From an optimization exercise on the open Yosys and OpenROAD flow, aimed at small area; shortcuts taken in it are not production practice.
Function was checked by simulation only, so behaviour that the tests miss may differ from the original.
The clock input has no modelled driver; a real chip could not lean on it and would need a root buffer or a full tree.
Power is estimated from default activity; no workload was simulated.

==> 02-26 <==
// vlc_tx
module vlc_tx(
    input pclk,
    input resetn,
    input [31:0] fifo_data,
    input fifo_empty,
    input [1:0] dim,
    output reg fifo_rd_en,
    output reg tx_out,
    output reg led_check
);
export LEC_CHECK = 0
export CAP_MARGIN = 20
export CORE_MARGIN = 2
export CORE_UTILIZATION = 40
export GPL_TIMING_DRIVEN = 0
export SLEW_MARGIN = 20
create_clock -name core_clock -period 10.0 [get_ports {pclk}]
standard.sh (not shown) runs the stock make flow with config.mk's settings and CLKGATE_MAP_FILE= SYNTH_SCRIPT=/design/flow/synth_recipe.tcl, a recipe that flattens the netlist after the stock synthesis.
==> flow/flow/run.sh <==
#!/bin/bash
# Own layout flow: the standard ORFS flow (standard.sh) with these changes to how
# the layout is made:
#  - logic mapping: synthesis (ORFS's and the standard flow's own, synth_recipe.tcl) is run once with
#    each ABC script flow/abc_*.script in place of ORFS's delay-oriented abc_speed.script
#    (up to NUM_CORES at a time, each in trials/<script>/), and the layout continues from
#    the synthesis whose netlist has the smallest cell area (ties: first in name order).
#    Besides flow/abc_*.script, 40 scripts made from flow/deepsyn.template run ABC's
#    &deepsyn (seeds 1..40) with a time limit, so their results can vary from run to
#    run; the netlist chosen is the one the layout is made from;
#  - port buffers are sky130_fd_sc_hd__buf_1 instead of the larger cell buffer_ports picks;
#  - if flow/clock.txt exists ("CELL N"), the clock is buffered by flow/clock_buffer.tcl
#    with N buffers of type CELL driven by the clock port, in place of clock_tree_synthesis;
set -euo pipefail
WORK=$(pwd)
rm -rf "$WORK/scripts_base" "$WORK/trials" "$WORK/orfs" "$WORK/abc_gen"
mkdir -p "$WORK/trials"
cp -r "$FLOW_HOME/scripts" "$WORK/scripts_base"
if [[ -f "$WORK/flow/clock.txt" ]]; then
  read -r OWN_CLK_BUF OWN_CLK_NBUF < "$WORK/flow/clock.txt"
  export OWN_CLK_BUF OWN_CLK_NBUF
  grep -q '^log_cmd clock_tree_synthesis {\*}$cts_args$' "$WORK/scripts_base/cts.tcl"
  sed -i "s|^log_cmd clock_tree_synthesis {\*}\$cts_args\$|source $WORK/flow/clock_buffer.tcl|" "$WORK/scripts_base/cts.tcl"
fi
STAT_REL="orfs/reports/$FLOW_PLATFORM/vlc_tx/base/synth_stat.txt"

run_trial() {
  local name=$1 script=$2
  local d="$WORK/trials/$name"
  mkdir -p "$d"
  cp -r "$WORK/scripts_base" "$d/scripts"
  cp "$script" "$d/scripts/abc_speed.script"
  sed "s|$WORK/orfs|$d/orfs|g" "$WORK/standard.sh" > "$d/std.sh"
  if timeout 900 bash "$d/std.sh" SCRIPTS_DIR="$d/scripts" synth > "$d/make.log" 2>&1; then
    grep -E "Chip area for (top )?module" "$d/$STAT_REL" | tail -1 | awk '{print $NF}' > "$d/area.txt"
  fi
}

# the &deepsyn scripts: flow/deepsyn.template with seeds 1..40, half of them with more
# area-flow rounds in the mapper
mkdir -p "$WORK/abc_gen"
for seed in $(seq 1 40); do
  nf=""
  if (( seed > 20 )); then nf="-F 8 -A 8"; fi
  sed -e "s|@SEED@|$seed|" -e "s|@NF@|$nf|" "$WORK/flow/deepsyn.template" \
    > "$WORK/abc_gen/abc_z$(printf %02d "$seed").script"
done
SCRIPTS=("$WORK"/flow/abc_*.script "$WORK"/abc_gen/abc_z*.script)

jobs_max=${NUM_CORES:-4}
for s in "${SCRIPTS[@]}"; do
  while [[ $(jobs -rp | wc -l) -ge $jobs_max ]]; do sleep 1; done
  run_trial "$(basename "$s" .script)" "$s" &
done
wait

best=""; best_area=""
for s in "${SCRIPTS[@]}"; do
  name=$(basename "$s" .script)
  a=$(cat "$WORK/trials/$name/area.txt" 2>/dev/null || true)
  echo "$name ${a:-failed}" >> "$WORK/trials/areas.txt"
  [[ -n "$a" ]] || continue
  if [[ -z "$best" ]] || awk -v a="$a" -v b="$best_area" 'BEGIN{exit !(a < b)}'; then
    best=$name; best_area=$a
  fi
done
echo "chosen ${best:-none} $best_area" >> "$WORK/trials/areas.txt"
if [[ -n "$best" ]]; then
  mv "$WORK/trials/$best/orfs" "$WORK/orfs"
  scripts="$WORK/trials/$best/scripts"
else
  scripts="$WORK/scripts_base"
fi
bash "$WORK/standard.sh" \
  SCRIPTS_DIR="$scripts" \
  BUFFER_PORTS_ARGS="-buffer_cell sky130_fd_sc_hd__buf_1" \
  finish > "$WORK/flow_make.log" 2>&1
==> flow/flow/abc_w3.script <==
strash
&get -n
&fraig -x
&put
scorr
dc2
dc2
strash
&get -n
&dch -f
&nf -a -p -R 1000
&put
==> flow/flow/abc_w4.script <==
strash
&get -n
&fraig -x
&put
scorr
dc2
dretime
strash
&get -n
&dch -f
&nf -a -p -R 1000
&put
&get -n
&st
&dch -f
&nf -a -p -R 1000
&put
==> flow/flow/deepsyn.template <==
strash
&get -n
&fraig -x
&put
scorr
dc2
strash
&get -n
&deepsyn -T 30 -S @SEED@
&dch -f
&nf -a -p -R 1000 @NF@
&put
Other scripts of this flow, unchanged in this note and not shown: flow/flow/abc_s4.script, flow/flow/abc_t2.script, flow/flow/abc_t4.script, flow/flow/abc_u1.script, flow/flow/abc_u3.script, flow/flow/abc_u6.script, flow/flow/abc_u7.script, flow/flow/clock.txt, flow/flow/clock_buffer.tcl
==> 10-21 (differences from 02-26) <==
--- a/flow/design.v
+++ b/flow/design.v
@@ -6,19 +6,19 @@
     input fifo_empty,
     input [1:0] dim,
     output reg fifo_rd_en,
     output reg tx_out,
     output reg led_check
 );
-    localparam IDLE = 2'd1;
-    localparam SYNC = 2'd3;
-    localparam SEND = 2'd2;
-    localparam WAIT = 2'd0;
+    localparam IDLE = 2'b00;
+    localparam SYNC = 2'b01;
+    localparam SEND = 2'b10;
+    localparam WAIT = 2'b11;
     reg [5:0] cnt;
-    wire trig = (~cnt[5] & cnt[4] & ~cnt[2]);                                          
-    wire c_first = (~cnt[5] & cnt[4] & cnt[0]);                                        
+    wire trig = (~cnt[5] & cnt[4] & ~cnt[2]);
+    wire c_first = (~cnt[5] & cnt[4] & cnt[0]);
     wire c_2 = (cnt[5] & ~cnt[4] & ~cnt[3] & ~cnt[2] & ~cnt[1] & ~cnt[0]);                 
     wire c_49 = (~cnt[5] & ~cnt[4] & cnt[3] & cnt[2] & cnt[1] & cnt[0]);                
     reg [1:0] state;
     reg idle_d;                          
     reg [4:0] blo;                       
     reg [3:0] bhi;                       
@@ -61,19 +61,21 @@
             cnt <= 6'd30;
         else if (trig)
             cnt <= 6'd31;
         else
             cnt <= cnt + 6'd1;
     end
-    wire lo_carry = (blo[4] & ~blo[3] & ~blo[2] & ~blo[1] & ~blo[0]);
-    wire bc_344 = (bhi[3] & bhi[1] & bhi[0] & ~blo[4] & blo[3] & blo[1] & ~blo[0]);
-    wire bc_334 = (bhi[3] & bhi[1] & bhi[0] & blo[4] & blo[3] & blo[2]);
-    wire bc_9 = (~bhi[2] & ~bhi[1] & ~bhi[0] & blo[3] & ~blo[0]);
-    wire bc_0 = (~bhi[2] & ~bhi[1] & ~bhi[0] & ~blo[2] & ~blo[1] & ~blo[0]);
-    wire bc_5 = (~bhi[2] & ~bhi[1] & ~bhi[0] & blo[4] & ~blo[2]);
-    wire bc_m7 = (~blo[4] & blo[3] & ~blo[2] & blo[1] & blo[0]);
+    wire hi_0 = ~bhi[2] & ~bhi[1] & ~bhi[0];
+    wire hi_10 = bhi[3] & bhi[1] & bhi[0];
+    wire lo_carry = (blo == 5'd16);
+    wire bc_344 = hi_10 & (blo == 5'd14);
+    wire bc_334 = hi_10 & (blo == 5'd31);
+    wire bc_9 = hi_0 & (blo == 5'd12);
+    wire bc_0 = hi_0 & (blo == 5'd0);
+    wire bc_5 = hi_0 & (blo == 5'd18);
+    wire bc_m7 = (blo == 5'd11);
     reg [1:0] nxt;
     always @(*) begin
         nxt = state;
         case (state)
             IDLE: if (par) nxt = SYNC;
             SYNC: if (bc_9) nxt = SEND;
@@ -118,20 +120,21 @@
                 wbyte <= {wbyte[0], ~wbyte[1]};
         end
     end
     wire r = nbit[3];
     wire [2:0] q = nbit[2:0];
     wire q_step = r ? c_49 : c_first;
-    wire bc_6 = (~bhi[2] & ~bhi[1] & ~bhi[0] & blo[2] & blo[0]);
-    wire restart = w_32 || (in_sync && bc_6);
+    wire bc_789 = hi_0 & (blo == 5'd11 || blo == 5'd22 || blo == 5'd12);
+    wire restart = w_32 || (in_sync && !bc_789);
     always @(posedge pclk) begin
         if (!resetn) begin
             nbit <= 4'b1000;
             par <= 1'b0;
         end else if (in_sync || in_send) begin
             if (c_first) begin
+                look <= {fetched, look[2:1]};
                 if (restart) begin
                     nbyte <= 2'b00;
                     nbit <= 4'd1;        
                     par <= 1'b1;
                 end else begin
                     par <= n_par ? 1'b1 : par ^ fetched;
@@ -145,15 +148,12 @@
             if (!idle_d)
                 nbit <= 4'd0;
             else if (q_step)
                 nbit <= {r, q[1], q[0], ~q[1]};
         end
     end
-    always @(posedge pclk)
-        if (c_first)
-            look <= {fetched, look[2:1]};
     always @(posedge pclk) begin
         case (state)
             IDLE: if (trig) txb <= ~txb;
             SYNC: begin
                 if (bc_0) txb <= 1'b1;
                 else if (bc_5) txb <= 1'b0;
==> flow/flow/run.sh (replaced) <==
#!/bin/bash
# Own layout flow: the standard ORFS flow (standard.sh) with these changes to how
# the layout is made:
#  - logic mapping: synthesis (ORFS's and the standard flow's own, synth_recipe.tcl) is run once with
#    each ABC script flow/abc_*.script in place of ORFS's delay-oriented abc_speed.script,
#    and the layout uses the script whose netlist has the smallest cell area (ties: the
#    first in name order);
#  - port buffers are sky130_fd_sc_hd__buf_1 instead of the larger cell buffer_ports picks;
#  - if flow/clock.txt exists ("CELL N"), the clock is buffered by flow/clock_buffer.tcl
#    with N buffers of type CELL driven by the clock port, in place of clock_tree_synthesis;
set -euo pipefail
WORK=$(pwd)
rm -rf "$WORK/scripts_own" "$WORK/trials"
mkdir -p "$WORK/trials"
cp -r "$FLOW_HOME/scripts" "$WORK/scripts_own"
if [[ -f "$WORK/flow/clock.txt" ]]; then
  read -r OWN_CLK_BUF OWN_CLK_NBUF < "$WORK/flow/clock.txt"
  export OWN_CLK_BUF OWN_CLK_NBUF
  grep -q '^log_cmd clock_tree_synthesis {\*}$cts_args$' "$WORK/scripts_own/cts.tcl"
  sed -i "s|^log_cmd clock_tree_synthesis {\*}\$cts_args\$|source $WORK/flow/clock_buffer.tcl|" "$WORK/scripts_own/cts.tcl"
fi
STAT=orfs/reports/$FLOW_PLATFORM/vlc_tx/base/synth_stat.txt
best=""; best_area=""
for s in "$WORK"/flow/abc_*.script; do
  name=$(basename "$s" .script)
  cp "$s" "$WORK/scripts_own/abc_speed.script"
  rm -rf "$WORK/orfs"
  if bash "$WORK/standard.sh" SCRIPTS_DIR="$WORK/scripts_own" synth > "$WORK/trials/$name.log" 2>&1; then
    area=$(grep -E "Chip area for (top )?module" "$WORK/$STAT" | tail -1 | awk '{print $NF}')
    echo "$name $area" >> "$WORK/trials/areas.txt"
    if [[ -z "$best" ]] || awk -v a="$area" -v b="$best_area" 'BEGIN{exit !(a < b)}'; then
      best=$s; best_area=$area
    fi
  else
    echo "$name failed" >> "$WORK/trials/areas.txt"
  fi
  mkdir -p "$WORK/trials/$name"
  cp -r "$WORK/orfs/logs" "$WORK/trials/$name/" 2>/dev/null || true
done
echo "chosen $(basename "$best" .script) $best_area" >> "$WORK/trials/areas.txt"
cp "$best" "$WORK/scripts_own/abc_speed.script"
rm -rf "$WORK/orfs"
bash "$WORK/standard.sh" \
  SCRIPTS_DIR="$WORK/scripts_own" \
  BUFFER_PORTS_ARGS="-buffer_cell sky130_fd_sc_hd__buf_1" \
  finish > "$WORK/flow_make.log" 2>&1
- GPL_TIMING_DRIVEN: 0 -> not set
removed: flow/flow/abc_w3.script
removed: flow/flow/abc_w4.script
removed: flow/flow/deepsyn.template
==> 07-12 (differences from 02-26) <==
--- a/flow/design.v
+++ b/flow/design.v
@@ -11,14 +11,14 @@
 );
     localparam IDLE = 2'd1;
     localparam SYNC = 2'd3;
     localparam SEND = 2'd2;
     localparam WAIT = 2'd0;
     reg [5:0] cnt;
-    wire trig = (~cnt[5] & cnt[4] & ~cnt[2]);                                          
-    wire c_first = (~cnt[5] & cnt[4] & cnt[0]);                                        
+    wire trig = (~cnt[5] & cnt[4] & ~cnt[2]);
+    wire c_first = (~cnt[5] & cnt[4] & cnt[0]);
     wire c_2 = (cnt[5] & ~cnt[4] & ~cnt[3] & ~cnt[2] & ~cnt[1] & ~cnt[0]);                 
     wire c_49 = (~cnt[5] & ~cnt[4] & cnt[3] & cnt[2] & cnt[1] & cnt[0]);                
     reg [1:0] state;
     reg idle_d;                          
     reg [4:0] blo;                       
     reg [3:0] bhi;                       
--- a/flow/flow/run.sh
+++ b/flow/flow/run.sh
@@ -2,14 +2,14 @@
 # Own layout flow: the standard ORFS flow (standard.sh) with these changes to how
 # the layout is made:
 #  - logic mapping: synthesis (ORFS's and the standard flow's own, synth_recipe.tcl) is run once with
 #    each ABC script flow/abc_*.script in place of ORFS's delay-oriented abc_speed.script
 #    (up to NUM_CORES at a time, each in trials/<script>/), and the layout continues from
 #    the synthesis whose netlist has the smallest cell area (ties: first in name order).
-#    Besides flow/abc_*.script, 40 scripts made from flow/deepsyn.template run ABC's
-#    &deepsyn (seeds 1..40) with a time limit, so their results can vary from run to
+#    Besides flow/abc_*.script, 24 scripts made from flow/deepsyn.template run ABC's
+#    &deepsyn (seeds 1..24) with a time limit, so their results can vary from run to
 #    run; the netlist chosen is the one the layout is made from;
 #  - port buffers are sky130_fd_sc_hd__buf_1 instead of the larger cell buffer_ports picks;
 #  - if flow/clock.txt exists ("CELL N"), the clock is buffered by flow/clock_buffer.tcl
 #    with N buffers of type CELL driven by the clock port, in place of clock_tree_synthesis;
 set -euo pipefail
 WORK=$(pwd)
@@ -33,18 +33,18 @@
   sed "s|$WORK/orfs|$d/orfs|g" "$WORK/standard.sh" > "$d/std.sh"
   if timeout 900 bash "$d/std.sh" SCRIPTS_DIR="$d/scripts" synth > "$d/make.log" 2>&1; then
     grep -E "Chip area for (top )?module" "$d/$STAT_REL" | tail -1 | awk '{print $NF}' > "$d/area.txt"
   fi
 }
 
-# the &deepsyn scripts: flow/deepsyn.template with seeds 1..40, half of them with more
+# the &deepsyn scripts: flow/deepsyn.template with seeds 1..24, half of them with more
 # area-flow rounds in the mapper
 mkdir -p "$WORK/abc_gen"
-for seed in $(seq 1 40); do
+for seed in $(seq 1 24); do
   nf=""
-  if (( seed > 20 )); then nf="-F 8 -A 8"; fi
+  if (( seed > 12 )); then nf="-F 8 -A 8"; fi
   sed -e "s|@SEED@|$seed|" -e "s|@NF@|$nf|" "$WORK/flow/deepsyn.template" \
     > "$WORK/abc_gen/abc_z$(printf %02d "$seed").script"
 done
 SCRIPTS=("$WORK"/flow/abc_*.script "$WORK"/abc_gen/abc_z*.script)
 
 jobs_max=${NUM_CORES:-4}
==> notes.md <==
                                                                    10-21        07-12        02-26
End of the worst hold path                                        look[1]      look[0]      look[1]
Number of nets in the synthesized netlist                             300          263          276
Number of cells on the worst reg-to-reg path                            7            6           11
Pwr per Cell Area                                              179 mW/mm2   139 mW/mm2   145 mW/mm2
Largest stage delay on the critical path                           460 ps       460 ps       320 ps
Compound-gate portion of the synthesized area                       26.3%        27.0%        27.1%
Share of synthesized area occupied by flip-flops and latches        38.7%        42.1%        42.3%
Met3 Wirelength                                                    236 um       149 um       291 um
Vertical die dimension                                            76.9 um      73.8 um      73.6 um
Critical path buffers and inverters                                     2            1            1
Area after detailed placement                                 0.00236 mm2  0.00218 mm2  0.00215 mm2
Met3 track demand over resource                                     1.41%        1.37%        1.78%
Layout Area Growth over Synthesis                                   12.8%        13.3%        12.6%
Multi-input gate area                                         0.00126 mm2  0.00111 mm2  0.00108 mm2
Number of global-route vias before repair                            1972         1683         1697
Start point of the worst hold path                                look[2]      look[1]      look[2]
Result of the run                                timing/DRC/antenna clean  timing/DRC/antenna clean  timing/DRC/antenna clean
Tot GR Track Use                                                    17.1%        17.0%        16.9%
Final Core Density                                                  46.9%        46.8%        46.5%
Multi-input combinational cell count                                  206          181          189
Multi-input gate share of total cell area                           52.5%        50.4%        49.7%
Net Sw Power                                                       158 uW      91.3 uW      96.4 uW
Synthesized-area fraction occupied by xor and xnor cells            2.47%        1.80%        1.35%
Mux contribution to synthesized area                                3.06%        3.40%       0.516%
Logic pwr share                                                     35.1%        20.6%        21.5%
Slack of the critical path                                        6210 ps      6450 ps      6490 ps
Leading cell type by number of instances after synthesis          dfxtp_1      dfxtp_1      nand2_1
In every run of this note, the design's own scripts or RTL, not TritonCTS, make the clock network.

-- port drivers added, routing unchanged --
No port has a modelled driver above. Below, the same layouts with a new extraction and two added sets of constraints. Step 1: set_driving_cell puts a clkbuf_16 on pclk and a buf_2 on each other input, an assumption about the parent block. Step 2 moves the port delays by t, midway between the first and last clock arrival at a register: inputs arrive t later, outputs are due t later. That takes back most of the time a late clock gives input paths. a / b / c = ideal ports / drivers / drivers and shift; a / b = the first two.
| run | t (ns) | setup WS [ns] | hold WS [ns] | clock arrival spread, ns | worst slew at a driven data input, ns |
|---|---|---|---|---|---|
| 02-26 | 0.180 | 6.490 / 6.519 / 6.339 | 0.426 / 0.426 / 0.426 | 0.018 / 0.018 | 0.04 |
| 10-21 | 0.180 | 6.211 / 6.235 / 6.055 | 0.422 / 0.422 / 0.422 | 0.017 / 0.018 | 0.04 |
| 07-12 | 0.182 | 6.451 / 6.481 / 6.299 | 0.403 / 0.403 / 0.403 | 0.022 / 0.022 | 0.03 |
After both steps every run listed still meets setup and hold. For 10-21, which loses most, drivers alone change the setup slack by +0.024 ns; drivers and shift together by -0.156 ns.
